This design comes from an exercise in tuning for small area on the open sky130 flow, not from production work.
RTL that was checked went through simulation tests only; none was proved equivalent to the original.
Function not checked in run 2: the RTL went through the layout flow alone.
Power figures rest on the tool's default switching activity, not on a simulated workload.

==> flow/design.v, too long to show whole: its modules and the start of the top module <==
// module alu_exec_top: 62 lines
// module ALUSourceSelect: 29 lines
// module ALU: 983 lines
module alu_exec_top (
    input  logic        clk,
    input  logic        rst,             
    input  logic [31:0] immediate,
    input  logic [31:0] operandA,
    input  logic [31:0] operandB,
    input  logic [1:0]  sourceSelect,
    input  logic [1:0]  aluControl,
    output logic [31:0] result,
    output logic [1:0]  compareResult,
    output logic        overflow
);
  // ...
==> flow/flow/run.sh <==
#!/bin/bash
# Own layout flow: the standard ORFS flow (standard.sh) with two changes:
#  - Yosys's synth runs without its quick "abc -fast" pre-mapping (SYNTH_ARGS=-noabc),
#    so the full adders that extract_fa finds keep the polarity the RTL gives them and
#    need no inverters between them (the final ABC mapping still runs as usual);
#  - ports are buffered with sky130_fd_sc_hd__buf_1 instead of the delay buffer
#    buffer_ports picks by default.
# Each step's full output goes to a log file in the folder this runs in.
set -euo pipefail
bash standard.sh SYNTH_ARGS=-noabc "BUFFER_PORTS_ARGS=-buffer_cell sky130_fd_sc_hd__buf_1" finish > flow_make.log 2>&1
==> flow/standard.sh <==
#!/bin/bash
# synth_recipe.tcl (not shown) runs the flow's synth.tcl, then flattens the netlist and writes it again
# the make line also repeats each setting of config.mk as NAME=value (left out here)
make -C /OpenROAD-flow-scripts/flow DESIGN_CONFIG=/design/flow/config.mk WORK_HOME=/design/flow/orfs CLKGATE_MAP_FILE= SYNTH_SCRIPT=/design/flow/synth_recipe.tcl "${@:-finish}"
==> flow/config.mk <==
export PLATFORM = sky130hd
export DESIGN_NAME = alu_exec_top
export DESIGN_NICKNAME = alu_exec_top
export VERILOG_FILES = /design/flow/design.v
export SDC_FILE = /design/flow/constraint.sdc
export NUM_CORES = 4
export LEC_CHECK = 0
export CAP_MARGIN = 0
export CORE_MARGIN = 2
export CORE_UTILIZATION = 65
export SLEW_MARGIN = 0
==> flow/constraint.sdc <==
create_clock -name core_clock -period 9.0 [get_ports {clk}]
set_input_delay 1.8000 -clock core_clock [delete_from_list [all_inputs] [get_ports {clk}]]
set_output_delay 1.8000 -clock core_clock [all_outputs]
set_load 0.01 [all_outputs]
==> flow_results.org, run 1 <==
** Status
- The run finished with no timing, DRC or antenna violations.

** Worst hold path
- Hold Path Sink :: compareResult[1]
- In this run the worst hold path is classified as register to register.

** Placement
- Once placement finished, the instance area stood at 17500 sq um.
- Before CTS, the worst setup slack after placement is -101 ps.

** GRT
- Pin count of the biggest net entering global routing :: 76
- Global routing used 42.8% of the available tracks across all layers.

** Detailed routing
- The detailed router placed 14.2k vias in this run.
- The routed design has 55.1 mm of wire.
- The highest layer touched by signal routing is met4.

** Synth
- Counting instances in the post-synthesis netlist gives the leading cell types as sky130_fd_sc_hd__xnor2_1 (230), sky130_fd_sc_hd__fa_1 (228), sky130_fd_sc_hd__o22ai_1 (215).
- Of the post-synthesis cell area, the dominant cell type holds 28.4%.
- Synth Area in Adders :: 29.8%
- Of the synthesized area, sequential elements account for 16.8%.
- Summing the areas of all compound-gate instances in the mapped netlist gives 15.3% of the synthesized area.
- Top flip-flop cell by instance count after synthesis :: sky130_fd_sc_hd__dfxtp_1
- Cell type with the highest aggregate area in the netlist :: sky130_fd_sc_hd__fa_1
- For this run, the number of Yosys warnings is 2.

** Floorplan
- # rows :: 57
- Initial core utilization :: 66.1%

** Power and ir drop
- NetSw :: 1.34 mW
- Net switching is 43.5% of the power.

** Clock network
- Clock-pin slew reported for the worst setup and hold paths after clock tree synthesis :: 70 ps

** Worst setup path
- STA classifies the critical path startpoint as a register.

** Layout
- Highest-count cells in the layout ignoring fill and taps :: sky130_fd_sc_hd__xnor2_1 (228), sky130_fd_sc_hd__fa_1 (221), sky130_fd_sc_hd__o22ai_1 (214)
- The clock buffers instantiated in the layout total 17.
- Across the whole layout, multi-input logic makes up 70.2% of the cell area.
- Buffers outside the clock tree occupy 9.18% of the routed design's cell area.

** Timing
- Hold Vio Cnt, Final :: 0
==> run 2, diff against run 1 <==
--- a/flow/design.v
+++ b/flow/design.v
@@ -493,456 +493,239 @@
 assign p287 = one15 & operandA[0];
 assign q288 = neg15 & ~p287;
 assign p289 = ((one15 & operandA[1]) | (two15 & operandA[0])) ^ neg15;
 assign p290 = ~mul & operandB[0];
 assign q291 = sub & ~operandB[0];
 assign p292 = ~mul & (operandB[1] ^ sub);
 assign s293 = p1 ^ p290;
 assign c294 = p1 & p290;
-assign s295 = p292 ^ q2 ^ q291;
-assign c296 = (p292 & q2) | (p292 & q291) | (q2 & q291);
-assign s297 = c294 ^ p3 ^ s295;
-assign c298 = (c294 & p3) | (c294 & s295) | (p3 & s295);
-assign s299 = p35 ^ p4 ^ c296;
-assign c300 = (p35 & p4) | (p35 & c296) | (p4 & c296);
+FAm us295 (.a(p292), .b(q2), .c(q291), .s(s295), .co(c296));
+FAm us297 (.a(c294), .b(p3), .c(s295), .s(s297), .co(c298));
+FAm us299 (.a(p35), .b(p4), .c(c296), .s(s299), .co(c300));
 assign s301 = c298 ^ s299;
 assign c302 = c298 & s299;
-assign s303 = q36 ^ p37 ^ p5;
-assign c304 = (q36 & p37) | (q36 & p5) | (p37 & p5);
-assign s305 = c300 ^ s303 ^ c302;
-assign c306 = (c300 & s303) | (c300 & c302) | (s303 & c302);
-assign s307 = p66 ^ p38 ^ p6;
-assign c308 = (p66 & p38) | (p66 & p6) | (p38 & p6);
-assign s309 = c304 ^ s307 ^ c306;
-assign c310 = (c304 & s307) | (c304 & c306) | (s307 & c306);
-assign s311 = q67 ^ p39 ^ p68;
-assign c312 = (q67 & p39) | (q67 & p68) | (p39 & p68);
-assign s313 = p7 ^ c308 ^ s311;
-assign c314 = (p7 & c308) | (p7 & s311) | (c308 & s311);
+FAm us303 (.a(q36), .b(p37), .c(p5), .s(s303), .co(c304));
+FAm us305 (.a(c300), .b(s303), .c(c302), .s(s305), .co(c306));
+FAm us307 (.a(p66), .b(p38), .c(p6), .s(s307), .co(c308));
+FAm us309 (.a(c304), .b(s307), .c(c306), .s(s309), .co(c310));
+FAm us311 (.a(q67), .b(p39), .c(p68), .s(s311), .co(c312));
+FAm us313 (.a(p7), .b(c308), .c(s311), .s(s313), .co(c314));
 assign s315 = s313 ^ c310;
 assign c316 = s313 & c310;
-assign s317 = p95 ^ p40 ^ p69;
-assign c318 = (p95 & p40) | (p95 & p69) | (p40 & p69);
-assign s319 = p8 ^ c312 ^ s317;
-assign c320 = (p8 & c312) | (p8 & s317) | (c312 & s317);
-assign s321 = c314 ^ s319 ^ c316;
-assign c322 = (c314 & s319) | (c314 & c316) | (s319 & c316);
-assign s323 = q96 ^ p41 ^ p70;
-assign c324 = (q96 & p41) | (q96 & p70) | (p41 & p70);
-assign s325 = p9 ^ p97 ^ c318;
-assign c326 = (p9 & p97) | (p9 & c318) | (p97 & c318);
-assign s327 = s323 ^ c320 ^ s325;
-assign c328 = (s323 & c320) | (s323 & s325) | (c320 & s325);
+FAm us317 (.a(p95), .b(p40), .c(p69), .s(s317), .co(c318));
+FAm us319 (.a(p8), .b(c312), .c(s317), .s(s319), .co(c320));
+FAm us321 (.a(c314), .b(s319), .c(c316), .s(s321), .co(c322));
+FAm us323 (.a(q96), .b(p41), .c(p70), .s(s323), .co(c324));
+FAm us325 (.a(p9), .b(p97), .c(c318), .s(s325), .co(c326));
+FAm us327 (.a(s323), .b(c320), .c(s325), .s(s327), .co(c328));
 assign s329 = s327 ^ c322;
 assign c330 = s327 & c322;
-assign s331 = p122 ^ p10 ^ p42;
-assign c332 = (p122 & p10) | (p122 & p42) | (p10 & p42);
-assign s333 = p71 ^ p98 ^ c324;
-assign c334 = (p71 & p98) | (p71 & c324) | (p98 & c324);
-assign s335 = s331 ^ c326 ^ s333;
-assign c336 = (s331 & c326) | (s331 & s333) | (c326 & s333);
-assign s337 = c328 ^ s335 ^ c330;
-assign c338 = (c328 & s335) | (c328 & c330) | (s335 & c330);
-assign s339 = q123 ^ p11 ^ p124;
-assign c340 = (q123 & p11) | (q123 & p124) | (p11 & p124);
-assign s341 = p43 ^ p72 ^ p99;
-assign c342 = (p43 & p72) | (p43 & p99) | (p72 & p99);
-assign s343 = c332 ^ s339 ^ s341;
-assign c344 = (c332 & s339) | (c332 & s341) | (s339 & s341);
-assign s345 = c334 ^ s343 ^ c336;
-assign c346 = (c334 & s343) | (c334 & c336) | (s343 & c336);
-assign s347 = p147 ^ p100 ^ p12;
-assign c348 = (p147 & p100) | (p147 & p12) | (p100 & p12);
-assign s349 = p125 ^ p44 ^ p73;
-assign c350 = (p125 & p44) | (p125 & p73) | (p44 & p73);
-assign s351 = c340 ^ c342 ^ s347;
-assign c352 = (c340 & c342) | (c340 & s347) | (c342 & s347);
-assign s353 = s349 ^ c344 ^ s351;
-assign c354 = (s349 & c344) | (s349 & s351) | (c344 & s351);
-assign s355 = q148 ^ p101 ^ p126;
-assign c356 = (q148 & p101) | (q148 & p126) | (p101 & p126);
-assign s357 = p13 ^ p149 ^ p45;
-assign c358 = (p13 & p149) | (p13 & p45) | (p149 & p45);
-assign s359 = p74 ^ c348 ^ c350;
-assign c360 = (p74 & c348) | (p74 & c350) | (c348 & c350);
-assign s361 = s355 ^ s357 ^ c352;
-assign c362 = (s355 & s357) | (s355 & c352) | (s357 & c352);
-assign s363 = s359 ^ c354 ^ s361;
-assign c364 = (s359 & c354) | (s359 & s361) | (c354 & s361);
-assign s365 = p170 ^ p102 ^ p127;
-assign c366 = (p170 & p102) | (p170 & p127) | (p102 & p127);
-assign s367 = p14 ^ p150 ^ p46;
-assign c368 = (p14 & p150) | (p14 & p46) | (p150 & p46);
-assign s369 = p75 ^ c356 ^ c358;
-assign c370 = (p75 & c356) | (p75 & c358) | (c356 & c358);
-assign s371 = s365 ^ s367 ^ c360;
-assign c372 = (s365 & s367) | (s365 & c360) | (s367 & c360);
-assign s373 = s369 ^ c362 ^ s371;
-assign c374 = (s369 & c362) | (s369 & s371) | (c362 & s371);
-assign s375 = q171 ^ p103 ^ p128;
-assign c376 = (q171 & p103) | (q171 & p128) | (p103 & p128);
-assign s377 = p15 ^ p151 ^ p172;
-assign c378 = (p15 & p151) | (p15 & p172) | (p151 & p172);
-assign s379 = p47 ^ p76 ^ c366;
-assign c380 = (p47 & p76) | (p47 & c366) | (p76 & c366);
-assign s381 = c368 ^ s375 ^ s377;
-assign c382 = (c368 & s375) | (c368 & s377) | (s375 & s377);
-assign s383 = c370 ^ s379 ^ s381;
-assign c384 = (c370 & s379) | (c370 & s381) | (s379 & s381);
-assign s385 = c372 ^ s383 ^ c374;
-assign c386 = (c372 & s383) | (c372 & c374) | (s383 & c374);
-assign s387 = p191 ^ p104 ^ p129;
-assign c388 = (p191 & p104) | (p191 & p129) | (p104 & p129);
-assign s389 = p152 ^ p16 ^ p173;
-assign c390 = (p152 & p16) | (p152 & p173) | (p16 & p173);
-assign s391 = p48 ^ p77 ^ c376;
-assign c392 = (p48 & p77) | (p48 & c376) | (p77 & c376);
-assign s393 = c378 ^ s387 ^ s389;
-assign c394 = (c378 & s387) | (c378 & s389) | (s387 & s389);
-assign s395 = c380 ^ c382 ^ s391;
-assign c396 = (c380 & c382) | (c380 & s391) | (c382 & s391);
-assign s397 = s393 ^ c384 ^ s395;
-assign c398 = (s393 & c384) | (s393 & s395) | (c384 & s395);
-assign s399 = q192 ^ p105 ^ p130;
-assign c400 = (q192 & p105) | (q192 & p130) | (p105 & p130);
-assign s401 = p153 ^ p17 ^ p174;
-assign c402 = (p153 & p17) | (p153 & p174) | (p17 & p174);
-assign s403 = p193 ^ p49 ^ p78;
-assign c404 = (p193 & p49) | (p193 & p78) | (p49 & p78);
-assign s405 = c388 ^ c390 ^ s399;
-assign c406 = (c388 & c390) | (c388 & s399) | (c390 & s399);
-assign s407 = s401 ^ s403 ^ c392;
-assign c408 = (s401 & s403) | (s401 & c392) | (s403 & c392);
-assign s409 = c394 ^ s405 ^ c396;
-assign c410 = (c394 & s405) | (c394 & c396) | (s405 & c396);
-assign s411 = s407 ^ c398 ^ s409;
-assign c412 = (s407 & c398) | (s407 & s409) | (c398 & s409);
-assign s413 = p210 ^ p106 ^ p131;
-assign c414 = (p210 & p106) | (p210 & p131) | (p106 & p131);
-assign s415 = p154 ^ p175 ^ p18;
-assign c416 = (p154 & p175) | (p154 & p18) | (p175 & p18);
-assign s417 = p194 ^ p50 ^ p79;
-assign c418 = (p194 & p50) | (p194 & p79) | (p50 & p79);
-assign s419 = c400 ^ c402 ^ c404;
-assign c420 = (c400 & c402) | (c400 & c404) | (c402 & c404);
-assign s421 = s413 ^ s415 ^ s417;
-assign c422 = (s413 & s415) | (s413 & s417) | (s415 & s417);
-assign s423 = c406 ^ s419 ^ s421;
-assign c424 = (c406 & s419) | (c406 & s421) | (s419 & s421);
-assign s425 = c408 ^ s423 ^ c410;
-assign c426 = (c408 & s423) | (c408 & c410) | (s423 & c410);
-assign s427 = q211 ^ p107 ^ p132;
-assign c428 = (q211 & p107) | (q211 & p132) | (p107 & p132);
-assign s429 = p155 ^ p176 ^ p19;
-assign c430 = (p155 & p176) | (p155 & p19) | (p176 & p19);
-assign s431 = p195 ^ p212 ^ p51;
-assign c432 = (p195 & p212) | (p195 & p51) | (p212 & p51);
-assign s433 = p80 ^ c414 ^ c416;
-assign c434 = (p80 & c414) | (p80 & c416) | (c414 & c416);
-assign s435 = c418 ^ s427 ^ s429;
-assign c436 = (c418 & s427) | (c418 & s429) | (s427 & s429);
-assign s437 = s431 ^ c420 ^ c422;
-assign c438 = (s431 & c420) | (s431 & c422) | (c420 & c422);
-assign s439 = s433 ^ s435 ^ c424;
-assign c440 = (s433 & s435) | (s433 & c424) | (s435 & c424);
-assign s441 = s437 ^ s439 ^ c426;
-assign c442 = (s437 & s439) | (s437 & c426) | (s439 & c426);
-assign s443 = p227 ^ p108 ^ p133;
-assign c444 = (p227 & p108) | (p227 & p133) | (p108 & p133);
-assign s445 = p156 ^ p177 ^ p196;
-assign c446 = (p156 & p177) | (p156 & p196) | (p177 & p196);
-assign s447 = p20 ^ p213 ^ p52;
-assign c448 = (p20 & p213) | (p20 & p52) | (p213 & p52);
-assign s449 = p81 ^ c428 ^ c430;
-assign c450 = (p81 & c428) | (p81 & c430) | (c428 & c430);
-assign s451 = c432 ^ s443 ^ s445;
-assign c452 = (c432 & s443) | (c432 & s445) | (s443 & s445);
-assign s453 = s447 ^ c434 ^ c436;
-assign c454 = (s447 & c434) | (s447 & c436) | (c434 & c436);
-assign s455 = s449 ^ s451 ^ c438;
-assign c456 = (s449 & s451) | (s449 & c438) | (s451 & c438);
-assign s457 = s453 ^ c440 ^ s455;
-assign c458 = (s453 & c440) | (s453 & s455) | (c440 & s455);
-assign s459 = q228 ^ p109 ^ p134;
-assign c460 = (q228 & p109) | (q228 & p134) | (p109 & p134);
-assign s461 = p157 ^ p178 ^ p197;
-assign c462 = (p157 & p178) | (p157 & p197) | (p178 & p197);
-assign s463 = p21 ^ p214 ^ p229;
-assign c464 = (p21 & p214) | (p21 & p229) | (p214 & p229);
-assign s465 = p53 ^ p82 ^ c444;
-assign c466 = (p53 & p82) | (p53 & c444) | (p82 & c444);
-assign s467 = c446 ^ c448 ^ s459;
-assign c468 = (c446 & c448) | (c446 & s459) | (c448 & s459);
-assign s469 = s461 ^ s463 ^ c450;
-assign c470 = (s461 & s463) | (s461 & c450) | (s463 & c450);
-assign s471 = c452 ^ s465 ^ s467;
-assign c472 = (c452 & s465) | (c452 & s467) | (s465 & s467);
-assign s473 = c454 ^ s469 ^ s471;
-assign c474 = (c454 & s469) | (c454 & s471) | (s469 & s471);
-assign s475 = c456 ^ s473 ^ c458;
-assign c476 = (c456 & s473) | (c456 & c458) | (s473 & c458);
-assign s477 = p242 ^ p110 ^ p135;
-assign c478 = (p242 & p110) | (p242 & p135) | (p110 & p135);
-assign s479 = p158 ^ p179 ^ p198;
-assign c480 = (p158 & p179) | (p158 & p198) | (p179 & p198);
-assign s481 = p215 ^ p22 ^ p230;
-assign c482 = (p215 & p22) | (p215 & p230) | (p22 & p230);
-assign s483 = p54 ^ p83 ^ c460;
-assign c484 = (p54 & p83) | (p54 & c460) | (p83 & c460);
-assign s485 = c462 ^ c464 ^ s477;
-assign c486 = (c462 & c464) | (c462 & s477) | (c464 & s477);
-assign s487 = s479 ^ s481 ^ c466;
-assign c488 = (s479 & s481) | (s479 & c466) | (s481 & c466);
-assign s489 = c468 ^ s483 ^ s485;
-assign c490 = (c468 & s483) | (c468 & s485) | (s483 & s485);
-assign s491 = c470 ^ s487 ^ c472;
-assign c492 = (c470 & s487) | (c470 & c472) | (s487 & c472);
-assign s493 = s489 ^ c474 ^ s491;
-assign c494 = (s489 & c474) | (s489 & s491) | (c474 & s491);
-assign s495 = q243 ^ p111 ^ p136;
-assign c496 = (q243 & p111) | (q243 & p136) | (p111 & p136);
-assign s497 = p159 ^ p180 ^ p199;
-assign c498 = (p159 & p180) | (p159 & p199) | (p180 & p199);
-assign s499 = p216 ^ p23 ^ p231;
-assign c500 = (p216 & p23) | (p216 & p231) | (p23 & p231);
-assign s501 = p244 ^ p55 ^ p84;
-assign c502 = (p244 & p55) | (p244 & p84) | (p55 & p84);
-assign s503 = c478 ^ c480 ^ c482;
-assign c504 = (c478 & c480) | (c478 & c482) | (c480 & c482);
-assign s505 = s495 ^ s497 ^ s499;
-assign c506 = (s495 & s497) | (s495 & s499) | (s497 & s499);
-assign s507 = s501 ^ c484 ^ c486;
-assign c508 = (s501 & c484) | (s501 & c486) | (c484 & c486);
-assign s509 = s503 ^ s505 ^ c488;
-assign c510 = (s503 & s505) | (s503 & c488) | (s505 & c488);
-assign s511 = c490 ^ s507 ^ s509;
-assign c512 = (c490 & s507) | (c490 & s509) | (s507 & s509);
-assign s513 = c492 ^ s511 ^ c494;
-assign c514 = (c492 & s511) | (c492 & c494) | (s511 & c494);
-assign s515 = p255 ^ p112 ^ p137;
-assign c516 = (p255 & p112) | (p255 & p137) | (p112 & p137);
-assign s517 = p160 ^ p181 ^ p200;
-assign c518 = (p160 & p181) | (p160 & p200) | (p181 & p200);
-assign s519 = p217 ^ p232 ^ p24;
-assign c520 = (p217 & p232) | (p217 & p24) | (p232 & p24);
-assign s521 = p245 ^ p56 ^ p85;
-assign c522 = (p245 & p56) | (p245 & p85) | (p56 & p85);
-assign s523 = c496 ^ c498 ^ c500;
-assign c524 = (c496 & c498) | (c496 & c500) | (c498 & c500);
-assign s525 = c502 ^ s515 ^ s517;
-assign c526 = (c502 & s515) | (c502 & s517) | (s515 & s517);
-assign s527 = s519 ^ s521 ^ c504;
-assign c528 = (s519 & s521) | (s519 & c504) | (s521 & c504);
-assign s529 = c506 ^ s523 ^ s525;
-assign c530 = (c506 & s523) | (c506 & s525) | (s523 & s525);
-assign s531 = c508 ^ s527 ^ c510;
-assign c532 = (c508 & s527) | (c508 & c510) | (s527 & c510);
-assign s533 = s529 ^ c512 ^ s531;
-assign c534 = (s529 & c512) | (s529 & s531) | (c512 & s531);
-assign s535 = q256 ^ p113 ^ p138;
-assign c536 = (q256 & p113) | (q256 & p138) | (p113 & p138);
-assign s537 = p161 ^ p182 ^ p201;
-assign c538 = (p161 & p182) | (p161 & p201) | (p182 & p201);
-assign s539 = p218 ^ p233 ^ p246;
-assign c540 = (p218 & p233) | (p218 & p246) | (p233 & p246);
-assign s541 = p25 ^ p257 ^ p57;
-assign c542 = (p25 & p257) | (p25 & p57) | (p257 & p57);
-assign s543 = p86 ^ c516 ^ c518;
-assign c544 = (p86 & c516) | (p86 & c518) | (c516 & c518);
-assign s545 = c520 ^ c522 ^ s535;
-assign c546 = (c520 & c522) | (c520 & s535) | (c522 & s535);
-assign s547 = s537 ^ s539 ^ s541;
-assign c548 = (s537 & s539) | (s537 & s541) | (s539 & s541);
-assign s549 = c524 ^ c526 ^ s543;
-assign c550 = (c524 & c526) | (c524 & s543) | (c526 & s543);
-assign s551 = s545 ^ s547 ^ c528;
-assign c552 = (s545 & s547) | (s545 & c528) | (s547 & c528);
-assign s553 = c530 ^ s549 ^ s551;
-assign c554 = (c530 & s549) | (c530 & s551) | (s549 & s551);
-assign s555 = c532 ^ s553 ^ c534;
-assign c556 = (c532 & s553) | (c532 & c534) | (s553 & c534);
-assign s557 = p266 ^ p114 ^ p139;
-assign c558 = (p266 & p114) | (p266 & p139) | (p114 & p139);
-assign s559 = p162 ^ p183 ^ p202;
-assign c560 = (p162 & p183) | (p162 & p202) | (p183 & p202);
-assign s561 = p219 ^ p234 ^ p247;
-assign c562 = (p219 & p234) | (p219 & p247) | (p234 & p247);
-assign s563 = p258 ^ p26 ^ p58;
-assign c564 = (p258 & p26) | (p258 & p58) | (p26 & p58);
-assign s565 = p87 ^ c536 ^ c538;
-assign c566 = (p87 & c536) | (p87 & c538) | (c536 & c538);
-assign s567 = c540 ^ c542 ^ s557;
-assign c568 = (c540 & c542) | (c540 & s557) | (c542 & s557);
-assign s569 = s559 ^ s561 ^ s563;
-assign c570 = (s559 & s561) | (s559 & s563) | (s561 & s563);
-assign s571 = c544 ^ c546 ^ c548;
-assign c572 = (c544 & c546) | (c544 & c548) | (c546 & c548);
-assign s573 = s565 ^ s567 ^ s569;
-assign c574 = (s565 & s567) | (s565 & s569) | (s567 & s569);
-assign s575 = c550 ^ s571 ^ c552;
-assign c576 = (c550 & s571) | (c550 & c552) | (s571 & c552);
-assign s577 = s573 ^ c554 ^ s575;
-assign c578 = (s573 & c554) | (s573 & s575) | (c554 & s575);
-assign s579 = q267 ^ p115 ^ p140;
-assign c580 = (q267 & p115) | (q267 & p140) | (p115 & p140);
-assign s581 = p163 ^ p184 ^ p203;
-assign c582 = (p163 & p184) | (p163 & p203) | (p184 & p203);
-assign s583 = p220 ^ p235 ^ p248;
-assign c584 = (p220 & p235) | (p220 & p248) | (p235 & p248);
-assign s585 = p259 ^ p268 ^ p27;
-assign c586 = (p259 & p268) | (p259 & p27) | (p268 & p27);
-assign s587 = p59 ^ p88 ^ c558;
-assign c588 = (p59 & p88) | (p59 & c558) | (p88 & c558);
-assign s589 = c560 ^ c562 ^ c564;
-assign c590 = (c560 & c562) | (c560 & c564) | (c562 & c564);
-assign s591 = s579 ^ s581 ^ s583;
-assign c592 = (s579 & s581) | (s579 & s583) | (s581 & s583);
-assign s593 = s585 ^ c566 ^ c568;
-assign c594 = (s585 & c566) | (s585 & c568) | (c566 & c568);
-assign s595 = c570 ^ s587 ^ s589;
-assign c596 = (c570 & s587) | (c570 & s589) | (s587 & s589);
-assign s597 = s591 ^ c572 ^ c574;
-assign c598 = (s591 & c572) | (s591 & c574) | (c572 & c574);
-assign s599 = s593 ^ s595 ^ c576;
-assign c600 = (s593 & s595) | (s593 & c576) | (s595 & c576);
-assign s601 = s597 ^ c578 ^ s599;
-assign c602 = (s597 & c578) | (s597 & s599) | (c578 & s599);
-assign s603 = p275 ^ p116 ^ p141;
-assign c604 = (p275 & p116) | (p275 & p141) | (p116 & p141);
-assign s605 = p164 ^ p185 ^ p204;
-assign c606 = (p164 & p185) | (p164 & p204) | (p185 & p204);
-assign s607 = p221 ^ p236 ^ p249;
-assign c608 = (p221 & p236) | (p221 & p249) | (p236 & p249);
-assign s609 = p260 ^ p269 ^ p28;
-assign c610 = (p260 & p269) | (p260 & p28) | (p269 & p28);
-assign s611 = p60 ^ p89 ^ c580;
-assign c612 = (p60 & p89) | (p60 & c580) | (p89 & c580);
-assign s613 = c582 ^ c584 ^ c586;
-assign c614 = (c582 & c584) | (c582 & c586) | (c584 & c586);
-assign s615 = s603 ^ s605 ^ s607;
-assign c616 = (s603 & s605) | (s603 & s607) | (s605 & s607);
-assign s617 = s609 ^ c588 ^ c590;
-assign c618 = (s609 & c588) | (s609 & c590) | (c588 & c590);
-assign s619 = c592 ^ s611 ^ s613;
-assign c620 = (c592 & s611) | (c592 & s613) | (s611 & s613);
-assign s621 = s615 ^ c594 ^ c596;
-assign c622 = (s615 & c594) | (s615 & c596) | (c594 & c596);
-assign s623 = s617 ^ s619 ^ c598;
-assign c624 = (s617 & s619) | (s617 & c598) | (s619 & c598);
-assign s625 = s621 ^ c600 ^ s623;
-assign c626 = (s621 & c600) | (s621 & s623) | (c600 & s623);
-assign s627 = q276 ^ p117 ^ p142;
-assign c628 = (q276 & p117) | (q276 & p142) | (p117 & p142);
-assign s629 = p165 ^ p186 ^ p205;
-assign c630 = (p165 & p186) | (p165 & p205) | (p186 & p205);
-assign s631 = p222 ^ p237 ^ p250;
-assign c632 = (p222 & p237) | (p222 & p250) | (p237 & p250);
-assign s633 = p261 ^ p270 ^ p277;
-assign c634 = (p261 & p270) | (p261 & p277) | (p270 & p277);
-assign s635 = p29 ^ p61 ^ p90;
-assign c636 = (p29 & p61) | (p29 & p90) | (p61 & p90);
-assign s637 = c604 ^ c606 ^ c608;
-assign c638 = (c604 & c606) | (c604 & c608) | (c606 & c608);
-assign s639 = c610 ^ s627 ^ s629;
-assign c640 = (c610 & s627) | (c610 & s629) | (s627 & s629);
-assign s641 = s631 ^ s633 ^ s635;
-assign c642 = (s631 & s633) | (s631 & s635) | (s633 & s635);
-assign s643 = c612 ^ c614 ^ c616;
-assign c644 = (c612 & c614) | (c612 & c616) | (c614 & c616);
-assign s645 = s637 ^ s639 ^ s641;
-assign c646 = (s637 & s639) | (s637 & s641) | (s639 & s641);
-assign s647 = c618 ^ c620 ^ s643;
-assign c648 = (c618 & c620) | (c618 & s643) | (c620 & s643);
-assign s649 = s645 ^ c622 ^ s647;
-assign c650 = (s645 & c622) | (s645 & s647) | (c622 & s647);
-assign s651 = c624 ^ s649 ^ c626;
-assign c652 = (c624 & s649) | (c624 & c626) | (s649 & c626);
-assign s653 = p282 ^ p118 ^ p143;
-assign c654 = (p282 & p118) | (p282 & p143) | (p118 & p143);
-assign s655 = p166 ^ p187 ^ p206;
-assign c656 = (p166 & p187) | (p166 & p206) | (p187 & p206);
-assign s657 = p223 ^ p238 ^ p251;
-assign c658 = (p223 & p238) | (p223 & p251) | (p238 & p251);
-assign s659 = p262 ^ p271 ^ p278;
-assign c660 = (p262 & p271) | (p262 & p278) | (p271 & p278);
-assign s661 = p30 ^ p62 ^ p91;
-assign c662 = (p30 & p62) | (p30 & p91) | (p62 & p91);
-assign s663 = c628 ^ c630 ^ c632;
-assign c664 = (c628 & c630) | (c628 & c632) | (c630 & c632);
-assign s665 = c634 ^ c636 ^ s653;
-assign c666 = (c634 & c636) | (c634 & s653) | (c636 & s653);
-assign s667 = s655 ^ s657 ^ s659;
-assign c668 = (s655 & s657) | (s655 & s659) | (s657 & s659);
-assign s669 = s661 ^ c638 ^ c640;
-assign c670 = (s661 & c638) | (s661 & c640) | (c638 & c640);
-assign s671 = c642 ^ s663 ^ s665;
-assign c672 = (c642 & s663) | (c642 & s665) | (s663 & s665);
-assign s673 = s667 ^ c644 ^ c646;
-assign c674 = (s667 & c644) | (s667 & c646) | (c644 & c646);
-assign s675 = s669 ^ s671 ^ c648;
-assign c676 = (s669 & s671) | (s669 & c648) | (s671 & c648);
-assign s677 = s673 ^ c650 ^ s675;
-assign c678 = (s673 & c650) | (s673 & s675) | (c650 & s675);
-assign s679 = q283 ^ p119 ^ p144;
-assign c680 = (q283 & p119) | (q283 & p144) | (p119 & p144);
-assign s681 = p167 ^ p188 ^ p207;
-assign c682 = (p167 & p188) | (p167 & p207) | (p188 & p207);
-assign s683 = p224 ^ p239 ^ p252;
-assign c684 = (p224 & p239) | (p224 & p252) | (p239 & p252);
-assign s685 = p263 ^ p272 ^ p279;
-assign c686 = (p263 & p272) | (p263 & p279) | (p272 & p279);
-assign s687 = p284 ^ p31 ^ p63;
-assign c688 = (p284 & p31) | (p284 & p63) | (p31 & p63);
-assign s689 = p92 ^ c654 ^ c656;
-assign c690 = (p92 & c654) | (p92 & c656) | (c654 & c656);
-assign s691 = c658 ^ c660 ^ c662;
-assign c692 = (c658 & c660) | (c658 & c662) | (c660 & c662);
-assign s693 = s679 ^ s681 ^ s683;
-assign c694 = (s679 & s681) | (s679 & s683) | (s681 & s683);
-assign s695 = s685 ^ s687 ^ c664;
-assign c696 = (s685 & s687) | (s685 & c664) | (s687 & c664);
-assign s697 = c666 ^ c668 ^ s689;
-assign c698 = (c666 & c668) | (c666 & s689) | (c668 & s689);
-assign s699 = s691 ^ s693 ^ c670;
-assign c700 = (s691 & s693) | (s691 & c670) | (s693 & c670);
-assign s701 = s695 ^ c672 ^ s697;
-assign c702 = (s695 & c672) | (s695 & s697) | (c672 & s697);
-assign s703 = c674 ^ s699 ^ s701;
-assign c704 = (c674 & s699) | (c674 & s701) | (s699 & s701);
-assign s705 = c676 ^ s703 ^ c678;
-assign c706 = (c676 & s703) | (c676 & c678) | (s703 & c678);
-assign s707 = p287 ^ p120 ^ p145;
-assign c708 = (p287 & p120) | (p287 & p145) | (p120 & p145);
-assign s709 = p168 ^ p189 ^ p208;
-assign c710 = (p168 & p189) | (p168 & p208) | (p189 & p208);
-assign s711 = p225 ^ p240 ^ p253;
-assign c712 = (p225 & p240) | (p225 & p253) | (p240 & p253);
-assign s713 = p264 ^ p273 ^ p280;
-assign c714 = (p264 & p273) | (p264 & p280) | (p273 & p280);
-assign s715 = p285 ^ p32 ^ p64;
-assign c716 = (p285 & p32) | (p285 & p64) | (p32 & p64);
-assign s717 = p93 ^ c680 ^ c682;
-assign c718 = (p93 & c680) | (p93 & c682) | (c680 & c682);
-assign s719 = c684 ^ c686 ^ c688;
-assign c720 = (c684 & c686) | (c684 & c688) | (c686 & c688);
-assign s721 = s707 ^ s709 ^ s711;
-assign c722 = (s707 & s709) | (s707 & s711) | (s709 & s711);
-assign s723 = s713 ^ s715 ^ c690;
-assign c724 = (s713 & s715) | (s713 & c690) | (s715 & c690);
-assign s725 = c692 ^ c694 ^ s717;
-assign c726 = (c692 & c694) | (c692 & s717) | (c694 & s717);
-assign s727 = s719 ^ s721 ^ c696;
-assign c728 = (s719 & s721) | (s719 & c696) | (s721 & c696);
-assign s729 = c698 ^ s723 ^ s725;
-assign c730 = (c698 & s723) | (c698 & s725) | (s723 & s725);
-assign s731 = c700 ^ s727 ^ c702;
-assign c732 = (c700 & s727) | (c700 & c702) | (s727 & c702);
-assign s733 = s729 ^ c704 ^ s731;
-assign c734 = (s729 & c704) | (s729 & s731) | (c704 & s731);
+FAm us331 (.a(p122), .b(p10), .c(p42), .s(s331), .co(c332));
+FAm us333 (.a(p71), .b(p98), .c(c324), .s(s333), .co(c334));
+FAm us335 (.a(s331), .b(c326), .c(s333), .s(s335), .co(c336));
+FAm us337 (.a(c328), .b(s335), .c(c330), .s(s337), .co(c338));
+FAm us339 (.a(q123), .b(p11), .c(p124), .s(s339), .co(c340));
+FAm us341 (.a(p43), .b(p72), .c(p99), .s(s341), .co(c342));
+FAm us343 (.a(c332), .b(s339), .c(s341), .s(s343), .co(c344));
+FAm us345 (.a(c334), .b(s343), .c(c336), .s(s345), .co(c346));
+FAm us347 (.a(p147), .b(p100), .c(p12), .s(s347), .co(c348));
+FAm us349 (.a(p125), .b(p44), .c(p73), .s(s349), .co(c350));
+FAm us351 (.a(c340), .b(c342), .c(s347), .s(s351), .co(c352));
+FAm us353 (.a(s349), .b(c344), .c(s351), .s(s353), .co(c354));
+FAm us355 (.a(q148), .b(p101), .c(p126), .s(s355), .co(c356));
+FAm us357 (.a(p13), .b(p149), .c(p45), .s(s357), .co(c358));
+FAm us359 (.a(p74), .b(c348), .c(c350), .s(s359), .co(c360));
+FAm us361 (.a(s355), .b(s357), .c(c352), .s(s361), .co(c362));
+FAm us363 (.a(s359), .b(c354), .c(s361), .s(s363), .co(c364));
+FAm us365 (.a(p170), .b(p102), .c(p127), .s(s365), .co(c366));
+FAm us367 (.a(p14), .b(p150), .c(p46), .s(s367), .co(c368));
+FAm us369 (.a(p75), .b(c356), .c(c358), .s(s369), .co(c370));
+FAm us371 (.a(s365), .b(s367), .c(c360), .s(s371), .co(c372));
+FAm us373 (.a(s369), .b(c362), .c(s371), .s(s373), .co(c374));
+FAm us375 (.a(q171), .b(p103), .c(p128), .s(s375), .co(c376));
+FAm us377 (.a(p15), .b(p151), .c(p172), .s(s377), .co(c378));
+FAm us379 (.a(p47), .b(p76), .c(c366), .s(s379), .co(c380));
+FAm us381 (.a(c368), .b(s375), .c(s377), .s(s381), .co(c382));
+FAm us383 (.a(c370), .b(s379), .c(s381), .s(s383), .co(c384));
+FAm us385 (.a(c372), .b(s383), .c(c374), .s(s385), .co(c386));
+FAm us387 (.a(p191), .b(p104), .c(p129), .s(s387), .co(c388));
+FAm us389 (.a(p152), .b(p16), .c(p173), .s(s389), .co(c390));
+FAm us391 (.a(p48), .b(p77), .c(c376), .s(s391), .co(c392));
+FAm us393 (.a(c378), .b(s387), .c(s389), .s(s393), .co(c394));
+FAm us395 (.a(c380), .b(c382), .c(s391), .s(s395), .co(c396));
+FAm us397 (.a(s393), .b(c384), .c(s395), .s(s397), .co(c398));
+FAm us399 (.a(q192), .b(p105), .c(p130), .s(s399), .co(c400));
+FAm us401 (.a(p153), .b(p17), .c(p174), .s(s401), .co(c402));
+FAm us403 (.a(p193), .b(p49), .c(p78), .s(s403), .co(c404));
+FAm us405 (.a(c388), .b(c390), .c(s399), .s(s405), .co(c406));
+FAm us407 (.a(s401), .b(s403), .c(c392), .s(s407), .co(c408));
+FAm us409 (.a(c394), .b(s405), .c(c396), .s(s409), .co(c410));
+FAm us411 (.a(s407), .b(c398), .c(s409), .s(s411), .co(c412));
+FAm us413 (.a(p210), .b(p106), .c(p131), .s(s413), .co(c414));
+FAm us415 (.a(p154), .b(p175), .c(p18), .s(s415), .co(c416));
+FAm us417 (.a(p194), .b(p50), .c(p79), .s(s417), .co(c418));
+FAm us419 (.a(c400), .b(c402), .c(c404), .s(s419), .co(c420));
+FAm us421 (.a(s413), .b(s415), .c(s417), .s(s421), .co(c422));
+FAm us423 (.a(c406), .b(s419), .c(s421), .s(s423), .co(c424));
+FAm us425 (.a(c408), .b(s423), .c(c410), .s(s425), .co(c426));
+FAm us427 (.a(q211), .b(p107), .c(p132), .s(s427), .co(c428));
+FAm us429 (.a(p155), .b(p176), .c(p19), .s(s429), .co(c430));
+FAm us431 (.a(p195), .b(p212), .c(p51), .s(s431), .co(c432));
+FAm us433 (.a(p80), .b(c414), .c(c416), .s(s433), .co(c434));
+FAm us435 (.a(c418), .b(s427), .c(s429), .s(s435), .co(c436));
+FAm us437 (.a(s431), .b(c420), .c(c422), .s(s437), .co(c438));
+FAm us439 (.a(s433), .b(s435), .c(c424), .s(s439), .co(c440));
+FAm us441 (.a(s437), .b(s439), .c(c426), .s(s441), .co(c442));
+FAm us443 (.a(p227), .b(p108), .c(p133), .s(s443), .co(c444));
+FAm us445 (.a(p156), .b(p177), .c(p196), .s(s445), .co(c446));
+FAm us447 (.a(p20), .b(p213), .c(p52), .s(s447), .co(c448));
+FAm us449 (.a(p81), .b(c428), .c(c430), .s(s449), .co(c450));
+FAm us451 (.a(c432), .b(s443), .c(s445), .s(s451), .co(c452));
+FAm us453 (.a(s447), .b(c434), .c(c436), .s(s453), .co(c454));
+FAm us455 (.a(s449), .b(s451), .c(c438), .s(s455), .co(c456));
+FAm us457 (.a(s453), .b(c440), .c(s455), .s(s457), .co(c458));
+FAm us459 (.a(q228), .b(p109), .c(p134), .s(s459), .co(c460));
+FAm us461 (.a(p157), .b(p178), .c(p197), .s(s461), .co(c462));
+FAm us463 (.a(p21), .b(p214), .c(p229), .s(s463), .co(c464));
+FAm us465 (.a(p53), .b(p82), .c(c444), .s(s465), .co(c466));
+FAm us467 (.a(c446), .b(c448), .c(s459), .s(s467), .co(c468));
+FAm us469 (.a(s461), .b(s463), .c(c450), .s(s469), .co(c470));
+FAm us471 (.a(c452), .b(s465), .c(s467), .s(s471), .co(c472));
+FAm us473 (.a(c454), .b(s469), .c(s471), .s(s473), .co(c474));
+FAm us475 (.a(c456), .b(s473), .c(c458), .s(s475), .co(c476));
+FAm us477 (.a(p242), .b(p110), .c(p135), .s(s477), .co(c478));
+FAm us479 (.a(p158), .b(p179), .c(p198), .s(s479), .co(c480));
+FAm us481 (.a(p215), .b(p22), .c(p230), .s(s481), .co(c482));
+FAm us483 (.a(p54), .b(p83), .c(c460), .s(s483), .co(c484));
+FAm us485 (.a(c462), .b(c464), .c(s477), .s(s485), .co(c486));
+FAm us487 (.a(s479), .b(s481), .c(c466), .s(s487), .co(c488));
+FAm us489 (.a(c468), .b(s483), .c(s485), .s(s489), .co(c490));
+FAm us491 (.a(c470), .b(s487), .c(c472), .s(s491), .co(c492));
+FAm us493 (.a(s489), .b(c474), .c(s491), .s(s493), .co(c494));
+FAm us495 (.a(q243), .b(p111), .c(p136), .s(s495), .co(c496));
+FAm us497 (.a(p159), .b(p180), .c(p199), .s(s497), .co(c498));
+FAm us499 (.a(p216), .b(p23), .c(p231), .s(s499), .co(c500));
+FAm us501 (.a(p244), .b(p55), .c(p84), .s(s501), .co(c502));
+FAm us503 (.a(c478), .b(c480), .c(c482), .s(s503), .co(c504));
+FAm us505 (.a(s495), .b(s497), .c(s499), .s(s505), .co(c506));
+FAm us507 (.a(s501), .b(c484), .c(c486), .s(s507), .co(c508));
+FAm us509 (.a(s503), .b(s505), .c(c488), .s(s509), .co(c510));
+FAm us511 (.a(c490), .b(s507), .c(s509), .s(s511), .co(c512));
+FAm us513 (.a(c492), .b(s511), .c(c494), .s(s513), .co(c514));
+FAm us515 (.a(p255), .b(p112), .c(p137), .s(s515), .co(c516));
+FAm us517 (.a(p160), .b(p181), .c(p200), .s(s517), .co(c518));
+FAm us519 (.a(p217), .b(p232), .c(p24), .s(s519), .co(c520));
+FAm us521 (.a(p245), .b(p56), .c(p85), .s(s521), .co(c522));
+FAm us523 (.a(c496), .b(c498), .c(c500), .s(s523), .co(c524));
+FAm us525 (.a(c502), .b(s515), .c(s517), .s(s525), .co(c526));
+FAm us527 (.a(s519), .b(s521), .c(c504), .s(s527), .co(c528));
+FAm us529 (.a(c506), .b(s523), .c(s525), .s(s529), .co(c530));
+FAm us531 (.a(c508), .b(s527), .c(c510), .s(s531), .co(c532));
+FAm us533 (.a(s529), .b(c512), .c(s531), .s(s533), .co(c534));
+FAm us535 (.a(q256), .b(p113), .c(p138), .s(s535), .co(c536));
+FAm us537 (.a(p161), .b(p182), .c(p201), .s(s537), .co(c538));
+FAm us539 (.a(p218), .b(p233), .c(p246), .s(s539), .co(c540));
+FAm us541 (.a(p25), .b(p257), .c(p57), .s(s541), .co(c542));
+FAm us543 (.a(p86), .b(c516), .c(c518), .s(s543), .co(c544));
+FAm us545 (.a(c520), .b(c522), .c(s535), .s(s545), .co(c546));
+FAm us547 (.a(s537), .b(s539), .c(s541), .s(s547), .co(c548));
+FAm us549 (.a(c524), .b(c526), .c(s543), .s(s549), .co(c550));
+FAm us551 (.a(s545), .b(s547), .c(c528), .s(s551), .co(c552));
+FAm us553 (.a(c530), .b(s549), .c(s551), .s(s553), .co(c554));
+FAm us555 (.a(c532), .b(s553), .c(c534), .s(s555), .co(c556));
+FAm us557 (.a(p266), .b(p114), .c(p139), .s(s557), .co(c558));
+FAm us559 (.a(p162), .b(p183), .c(p202), .s(s559), .co(c560));
+FAm us561 (.a(p219), .b(p234), .c(p247), .s(s561), .co(c562));
+FAm us563 (.a(p258), .b(p26), .c(p58), .s(s563), .co(c564));
+FAm us565 (.a(p87), .b(c536), .c(c538), .s(s565), .co(c566));
+FAm us567 (.a(c540), .b(c542), .c(s557), .s(s567), .co(c568));
+FAm us569 (.a(s559), .b(s561), .c(s563), .s(s569), .co(c570));
+FAm us571 (.a(c544), .b(c546), .c(c548), .s(s571), .co(c572));
+FAm us573 (.a(s565), .b(s567), .c(s569), .s(s573), .co(c574));
+FAm us575 (.a(c550), .b(s571), .c(c552), .s(s575), .co(c576));
+FAm us577 (.a(s573), .b(c554), .c(s575), .s(s577), .co(c578));
+FAm us579 (.a(q267), .b(p115), .c(p140), .s(s579), .co(c580));
+FAm us581 (.a(p163), .b(p184), .c(p203), .s(s581), .co(c582));
+FAm us583 (.a(p220), .b(p235), .c(p248), .s(s583), .co(c584));
+FAm us585 (.a(p259), .b(p268), .c(p27), .s(s585), .co(c586));
+FAm us587 (.a(p59), .b(p88), .c(c558), .s(s587), .co(c588));
+FAm us589 (.a(c560), .b(c562), .c(c564), .s(s589), .co(c590));
+FAm us591 (.a(s579), .b(s581), .c(s583), .s(s591), .co(c592));
+FAm us593 (.a(s585), .b(c566), .c(c568), .s(s593), .co(c594));
+FAm us595 (.a(c570), .b(s587), .c(s589), .s(s595), .co(c596));
+FAm us597 (.a(s591), .b(c572), .c(c574), .s(s597), .co(c598));
+FAm us599 (.a(s593), .b(s595), .c(c576), .s(s599), .co(c600));
+FAm us601 (.a(s597), .b(c578), .c(s599), .s(s601), .co(c602));
+FAm us603 (.a(p275), .b(p116), .c(p141), .s(s603), .co(c604));
+FAm us605 (.a(p164), .b(p185), .c(p204), .s(s605), .co(c606));
+FAm us607 (.a(p221), .b(p236), .c(p249), .s(s607), .co(c608));
+FAm us609 (.a(p260), .b(p269), .c(p28), .s(s609), .co(c610));
+FAm us611 (.a(p60), .b(p89), .c(c580), .s(s611), .co(c612));
+FAm us613 (.a(c582), .b(c584), .c(c586), .s(s613), .co(c614));
+FAm us615 (.a(s603), .b(s605), .c(s607), .s(s615), .co(c616));
+FAm us617 (.a(s609), .b(c588), .c(c590), .s(s617), .co(c618));
+FAm us619 (.a(c592), .b(s611), .c(s613), .s(s619), .co(c620));
+FAm us621 (.a(s615), .b(c594), .c(c596), .s(s621), .co(c622));
+FAm us623 (.a(s617), .b(s619), .c(c598), .s(s623), .co(c624));
+FAm us625 (.a(s621), .b(c600), .c(s623), .s(s625), .co(c626));
+FAm us627 (.a(q276), .b(p117), .c(p142), .s(s627), .co(c628));
+FAm us629 (.a(p165), .b(p186), .c(p205), .s(s629), .co(c630));
+FAm us631 (.a(p222), .b(p237), .c(p250), .s(s631), .co(c632));
+FAm us633 (.a(p261), .b(p270), .c(p277), .s(s633), .co(c634));
+FAm us635 (.a(p29), .b(p61), .c(p90), .s(s635), .co(c636));
+FAm us637 (.a(c604), .b(c606), .c(c608), .s(s637), .co(c638));
+FAm us639 (.a(c610), .b(s627), .c(s629), .s(s639), .co(c640));
+FAm us641 (.a(s631), .b(s633), .c(s635), .s(s641), .co(c642));
+FAm us643 (.a(c612), .b(c614), .c(c616), .s(s643), .co(c644));
+FAm us645 (.a(s637), .b(s639), .c(s641), .s(s645), .co(c646));
+FAm us647 (.a(c618), .b(c620), .c(s643), .s(s647), .co(c648));
+FAm us649 (.a(s645), .b(c622), .c(s647), .s(s649), .co(c650));
+FAm us651 (.a(c624), .b(s649), .c(c626), .s(s651), .co(c652));
+FAm us653 (.a(p282), .b(p118), .c(p143), .s(s653), .co(c654));
+FAm us655 (.a(p166), .b(p187), .c(p206), .s(s655), .co(c656));
+FAm us657 (.a(p223), .b(p238), .c(p251), .s(s657), .co(c658));
+FAm us659 (.a(p262), .b(p271), .c(p278), .s(s659), .co(c660));
+FAm us661 (.a(p30), .b(p62), .c(p91), .s(s661), .co(c662));
+FAm us663 (.a(c628), .b(c630), .c(c632), .s(s663), .co(c664));
+FAm us665 (.a(c634), .b(c636), .c(s653), .s(s665), .co(c666));
+FAm us667 (.a(s655), .b(s657), .c(s659), .s(s667), .co(c668));
+FAm us669 (.a(s661), .b(c638), .c(c640), .s(s669), .co(c670));
+FAm us671 (.a(c642), .b(s663), .c(s665), .s(s671), .co(c672));
+FAm us673 (.a(s667), .b(c644), .c(c646), .s(s673), .co(c674));
+FAm us675 (.a(s669), .b(s671), .c(c648), .s(s675), .co(c676));
+FAm us677 (.a(s673), .b(c650), .c(s675), .s(s677), .co(c678));
+FAm us679 (.a(q283), .b(p119), .c(p144), .s(s679), .co(c680));
+FAm us681 (.a(p167), .b(p188), .c(p207), .s(s681), .co(c682));
+FAm us683 (.a(p224), .b(p239), .c(p252), .s(s683), .co(c684));
+FAm us685 (.a(p263), .b(p272), .c(p279), .s(s685), .co(c686));
+FAm us687 (.a(p284), .b(p31), .c(p63), .s(s687), .co(c688));
+FAm us689 (.a(p92), .b(c654), .c(c656), .s(s689), .co(c690));
+FAm us691 (.a(c658), .b(c660), .c(c662), .s(s691), .co(c692));
+FAm us693 (.a(s679), .b(s681), .c(s683), .s(s693), .co(c694));
+FAm us695 (.a(s685), .b(s687), .c(c664), .s(s695), .co(c696));
+FAm us697 (.a(c666), .b(c668), .c(s689), .s(s697), .co(c698));
+FAm us699 (.a(s691), .b(s693), .c(c670), .s(s699), .co(c700));
+FAm us701 (.a(s695), .b(c672), .c(s697), .s(s701), .co(c702));
+FAm us703 (.a(c674), .b(s699), .c(s701), .s(s703), .co(c704));
+FAm us705 (.a(c676), .b(s703), .c(c678), .s(s705), .co(c706));
+FAm us707 (.a(p287), .b(p120), .c(p145), .s(s707), .co(c708));
+FAm us709 (.a(p168), .b(p189), .c(p208), .s(s709), .co(c710));
+FAm us711 (.a(p225), .b(p240), .c(p253), .s(s711), .co(c712));
+FAm us713 (.a(p264), .b(p273), .c(p280), .s(s713), .co(c714));
+FAm us715 (.a(p285), .b(p32), .c(p64), .s(s715), .co(c716));
+FAm us717 (.a(p93), .b(c680), .c(c682), .s(s717), .co(c718));
+FAm us719 (.a(c684), .b(c686), .c(c688), .s(s719), .co(c720));
+FAm us721 (.a(s707), .b(s709), .c(s711), .s(s721), .co(c722));
+FAm us723 (.a(s713), .b(s715), .c(c690), .s(s723), .co(c724));
+FAm us725 (.a(c692), .b(c694), .c(s717), .s(s725), .co(c726));
+FAm us727 (.a(s719), .b(s721), .c(c696), .s(s727), .co(c728));
+FAm us729 (.a(c698), .b(s723), .c(s725), .s(s729), .co(c730));
+FAm us731 (.a(c700), .b(s727), .c(c702), .s(s731), .co(c732));
+FAm us733 (.a(s729), .b(c704), .c(s731), .s(s733), .co(c734));
 assign x735 = q288 ^ p121;
 assign x736 = p146 ^ p169;
 assign x737 = p190 ^ p209;
 assign x738 = p226 ^ p241;
 assign x739 = p254 ^ p265;
 assign x740 = p274 ^ p281;
 assign x741 = p286 ^ p289;
 assign x742 = p33 ^ p65;
@@ -1068,8 +851,15 @@
 assign r862 = h788 ^ G829;
 assign r863 = x764 ^ G840;
 assign result = {r863, r862, r861, r860, r859, r858, r857, r856, r855, r854, r853, r852, r851, r850, r849, r848, r847, r846, r845, r844, r843, r842, r841, s337, s329, s321, s315, s309, s305, s301, s297, s293};
 assign overflow = ~mul & ~(operandA[31] ^ operandB[31] ^ sub) & (result[31] ^ operandA[31]);
 assign zero = ~|result;
 assign lt = (operandA[31] ^ operandB[31]) ? operandB[31] : result[31];
 assign compareResult = {~lt & ~zero, lt};
 endmodule
+module FAm (
+    input logic a, b, c,
+    output logic s, co
+);
+assign s = a ^ b ^ c;
+assign co = (a & b) | (a & c) | (b & c);
+endmodule
==> flow/run.sh (new file) <==
#!/bin/bash
# synth_recipe.tcl (not shown) runs the flow's synth.tcl, then flattens the netlist and writes it again
# the make line also repeats each setting of config.mk as NAME=value (left out here)
make -C /OpenROAD-flow-scripts/flow DESIGN_CONFIG=/design/flow/config.mk WORK_HOME=/design/flow/orfs CLKGATE_MAP_FILE= SYNTH_SCRIPT=/design/flow/synth_recipe.tcl finish
==> flow/config.mk (replaced) <==
export PLATFORM = sky130hd
export DESIGN_NAME = alu_exec_top
export DESIGN_NICKNAME = alu_exec_top
export VERILOG_FILES = /design/flow/design.v
export SDC_FILE = /design/flow/constraint.sdc
export NUM_CORES = 4
export LEC_CHECK = 0
export CAP_MARGIN = 20
export CORE_MARGIN = 2
export CORE_UTILIZATION = 40
export SLEW_MARGIN = 20
export SYNTH_HIERARCHICAL = 1
removed: flow/flow/run.sh
removed: flow/standard.sh
==> run 2 against run 1 <==
Effect of this change: non-clock buffer count decreased by 70; worst hold slack better by 14 ps; clock power grew 5.5%; final cell count grew 40%; via count rose by 31%; setup slack better by 210 ps; synthesized cell count grew 47%; utilization is 32 points lower; clock-buffer cell count unchanged; first-iteration DRC count is 23% higher.
==> flow_results.org, run 2 <==
** Layout
- Once layout is complete, the utilization of the core stands at 43.8%.
- After the flow finishes, the layout carries non-filler instances totaling 2995.
- Commonest non-fill, non-tap cell in the layout :: sky130_fd_sc_hd__o21ai_0
- Net count, final :: 2648
- Synth-to-Final Area Change :: 8.67%
- In the final layout, the share of cells above drive strength 1 is 9.55%.
- In the layout the commonest cells are sky130_fd_sc_hd__o21ai_0 (266), sky130_fd_sc_hd__fa_1 (228), sky130_fd_sc_hd__nand2_1 (176).
- The number of antenna diodes in the final layout is 0.

** Clock network
- The CTS clock-pin slew for the worst setup and hold paths came to 70 ps (about the same).
- CTS tree :: built
- The clock net in this run drives a total of 135 sinks.
- Clock latency on the worst-skew pair, taken at its later pin, is 450 ps.
- Number of buffers added for setup after CTS :: 0
- In this run the deepest clock path goes through 2 buffers.
- TritonCTS created 17 clock buffers.
- H-tree lvl count :: 4
- CTS Root Buffer Type :: sky130_fd_sc_hd__clkbuf_16
- After clock tree synthesis, the flow added hold-fix buffers numbering 0.

** Placement
- Port buffering added 136 buffers.
- HPWL after DPL :: 52.5 mm
- Routability congestion estimate :: 0.977
- Placed cell count :: 2963

** GRT
- The total overflow left after global routing is 0.
- Global Route Usage Sum :: 26.5% (-16 points)
- In this run the most used layer during global routing was met2.
- For this run, global-route usage on met3 was measured as 5.04%.
- Pin count of the biggest net entering global routing :: 108 (+42%)
- Initial antenna violation count :: 0
- In the global route stage, met2 resource usage came out at 41.4%.
- The first global-routing pass estimated 108 mm of wire.
- Met1 Resource Use GR :: 35.2%
- The number of global-route vias before repair was 17.9k.

** Detailed routing
- The total routed wirelength was 71.7 mm (+30%).
- Average routed wire per standard cell :: 24.0 um
- The routed via count was 18.6k (+31%).
- Initial drt markers :: 2423
- In this run the remaining antenna-violating nets after routing total 0.
- For this run, the detailed router's first-pass iteration total came to 9.
- Post-detailed-route DRC marker count :: 0
- In the routed layout, each cell is associated on average with a via count of 6.20.

** Floorplan
- The core region is 51100 sq um.
- From bottom edge to top edge, the die measures 231 um.
- Measured along the x axis, the die boundary spans 231 um.
- The initial core utilization was 40.3% (-26 points).
- Count of pins on the block boundary :: 137
- The die covers 53300 sq um.
- The placement row count came to 83 (+46%).

** Worst setup path
- The critical path starts at sel_q[0].
- Cell type with the highest occurrence count on the critical path :: sky130_fd_sc_hd__fa_1
- Worst Setup Path Type :: register to register
- At the worst endpoint, the required time is 9310 ps.
- In this design, the largest share of critical-path delay is due to adder cells.
- For the worst setup path, the data arrival time is 8820 ps.
- Launch instance of the worst register-to-register path :: sel_q[0]
- In this run the worst path has a maximum fanout of 37.
- Worst path depth :: 27
- STA classifies the critical path startpoint as a register.
- Following the worst setup path forward leads to its endpoint at compareResult[1].
- The worst setup path is captured at a register.
- The setup check on the worst reg-to-reg path leaves a slack of 490 ps.
- Crit path largest cell delay :: 780 ps
- Together, buffers and inverters on the worst path number 1.
- For this design, the slowest cell found on the critical path is sky130_fd_sc_hd__and2_1.
- The number of cells on the worst reg-to-reg path is 27.
- The endpoint identified for the worst register-to-register timing path is compareResult[1].

** Synth
- The synthesized design spends more area on one cell type than any other, namely sky130_fd_sc_hd__fa_1.
- Counting flops with a built-in enable in the synthesized netlist gives 0.
- By count the netlist is led by sky130_fd_sc_hd__o21ai_0 (267), sky130_fd_sc_hd__fa_1 (228), sky130_fd_sc_hd__clkbuf_1 (223).
- The sequential cell area fraction in the yosys report came to 13.1% (-3.7 points).
- Among all cell types in the netlist, the one instantiated most often is sky130_fd_sc_hd__o21ai_0.
- Flops & latches, synth :: 135
- The number of warnings printed during yosys synthesis came to 8 (+6).
- Number of distinct library cell variants in the gate-level netlist after synthesis :: 68
- In this run the mean area of a mapped cell was 8.51 sq um.
- Synthesis produced 2420 cells.
- Top flip-flop cell by instance count after synthesis :: sky130_fd_sc_hd__dfxtp_1
- Cells taking the most area after synthesis :: sky130_fd_sc_hd__fa_1 (22%), sky130_fd_sc_hd__dfxtp_1 (13%), sky130_fd_sc_hd__o21ai_0 (6.5%)
- The fraction of post-synthesis cell area in the top cell type by area is 22.2% (-6.2 points).
- Synth Net Count :: 2766
- Post-synthesis async set-or-reset flop share :: 0%
- Total standard cell area after synthesis :: 20600 sq um

** Job
- Count of maximum capacitance violations :: 0

** Timing
- In the final timing run, aggregate negative setup slack is 0 ps.
- Hold Worst Slack :: 499 ps
- After layout, the minimum clock period comes to 8510 ps.
- Transition time at the pin with the least slew margin :: 947 ps
- Clock skew after layout :: 13.9 ps
- RSZ-0062 raised after global routing :: no
- The number of failing hold endpoints at the final stage is 0 (unchanged).
- For this run, the top clock speed supported by timing is 118 MHz.
- Measured against its own limit, the worst slew margin works out to 36.9%.
- Setup violations remaining at the end of the flow were counted as 0.
- The max-slew violation count is 0.
- Ratio of final minimum period to clock period :: 94.5%

** Power and ir drop
- Leak :: 8.10 nW
- Switch share :: 42.7% (-0.76 points)
- Power density of the placed cells :: 149 nW/um^2
- Pwr Total :: 3.33 mW
- Sequential fraction of design power :: 21.9%
- The net switching power figure came to 1.42 mW (+6.0%).
- VDD IR max :: 134 uV
- Internal power :: 1.91 mW
- Clk pwr share :: 22.4%
- Combinational power share :: 55.7%

** Status
- Outcome :: timing/DRC/antenna clean

** Worst hold path
- Min-Delay Path Class :: register to register
run 2: final cells by class:
| class | instances | area (sq um) |
|---|---|---|
| fill | 5010 | 28700 |
| inverter | 32 | 123 |
| tap | 680 | 851 |
| clock inverter | 15 | 206 |
| multi-input combinational | 1908 | 16100 |
| clock buffer | 17 | 425 |
| timing repair buffer | 208 | 1920 |
| sequential | 135 | 2710 |
run 2: metrics by stage:
stage	instance area [sq um]	setup WS, ps
finish	22400	491
global route	22400	14.7
CTS	22400	507
detailed placement	21700	556
global placement	21700	600
floorplan	20600	809
run 2: worst min path at each step:
stage	end	startpoint	cells past startpoint
floorplan	compareResult[1]	compareResult[1]	2
global placement	result[13]	result[13]	2
detailed placement	result[13]	result[13]	2
CTS	result[13]	result[13]	2
global route	compareResult[1]	compareResult[1]	2
finish	result[13]	result[13]	2
run 2: modules after synthesis (local to each module, per instance):
module	times used	cell area [sq um]	flip-flops and latches	cells inside
alu_exec_top	1	4420	135	368
FAm	217	20.0	0	1
ALUSourceSelect	1	1090	0	72
ALU	1	10700	0	1763
run 2: worst min-delay path, stage by stage, from the launching register on:
cell and delay (ps):
sky130_fd_sc_hd__dfxtp_1 300, sky130_fd_sc_hd__nand4bb_1 100, sky130_fd_sc_hd__o21ai_2 50
run 2: timing repair:
action / in CTS / in global routing
setup endpoints to repair: 0 / 2
gates resized for setup: 0 / 1
endpoints found under the hold margin: 0 / 0
run 2: cell families after synthesis:
logic type	count (synthesis)	share of synthesized area, %
and+or+nand+nor	599	16.0
DFF	135	13.1
xor gates and xnor gates	148	6.40
muxes	82	5.47
AOI/OAI and AO/OA	763	23.8
adders and majority gates	316	26.7
buffers and inverters	377	8.61
run 2: layer usage:
metal,up-vias,part of all wire [%]
met5,-,0
met2,1065,45
li1,8259,-
met1,9048,41
met4,0,4.7
met3,202,9.6
run 2: power groups by stage:
| stage | Sequential, mW | Clock, mW | Combinational (mW) |
|---|---|---|---|
| floorplan | 0.758 | 0 | 1.40 |
| global placement | 0.742 | 0 | 1.79 |
| detailed placement | 0.743 | 0 | 1.83 |
| CTS | 0.731 | 0.762 | 1.84 |
| global route | 0.740 | 0.785 | 2.01 |
| finish | 0.729 | 0.745 | 1.86 |

[re-timing with driven ports]
No port has a modelled driver above. Below, the same layouts with a new extraction and two added sets of constraints.
Step 1 assumes that a clkbuf_16 drives the clock port and a buf_2 every other input.
Step 2 times the ports against the registers' clock, not the clock port: input delays grow and output delays shrink by t, the midpoint of the rising clock arrivals with the driver on.
Slacks: ideal / step 1 / step 2; pairs: ideal / step 1.
| run | shift t [ns] | setup WS [ns] | worst data-port slew with drivers (ns) |
|---|---|---|---|
| run 1 | 0.470 | 0.280 / 0.280 / 0.280 | 0.06 |
| run 2 | 0.505 | 0.491 / 0.491 / 0.491 | 0.07 |
After both steps every run listed still meets setup and hold.
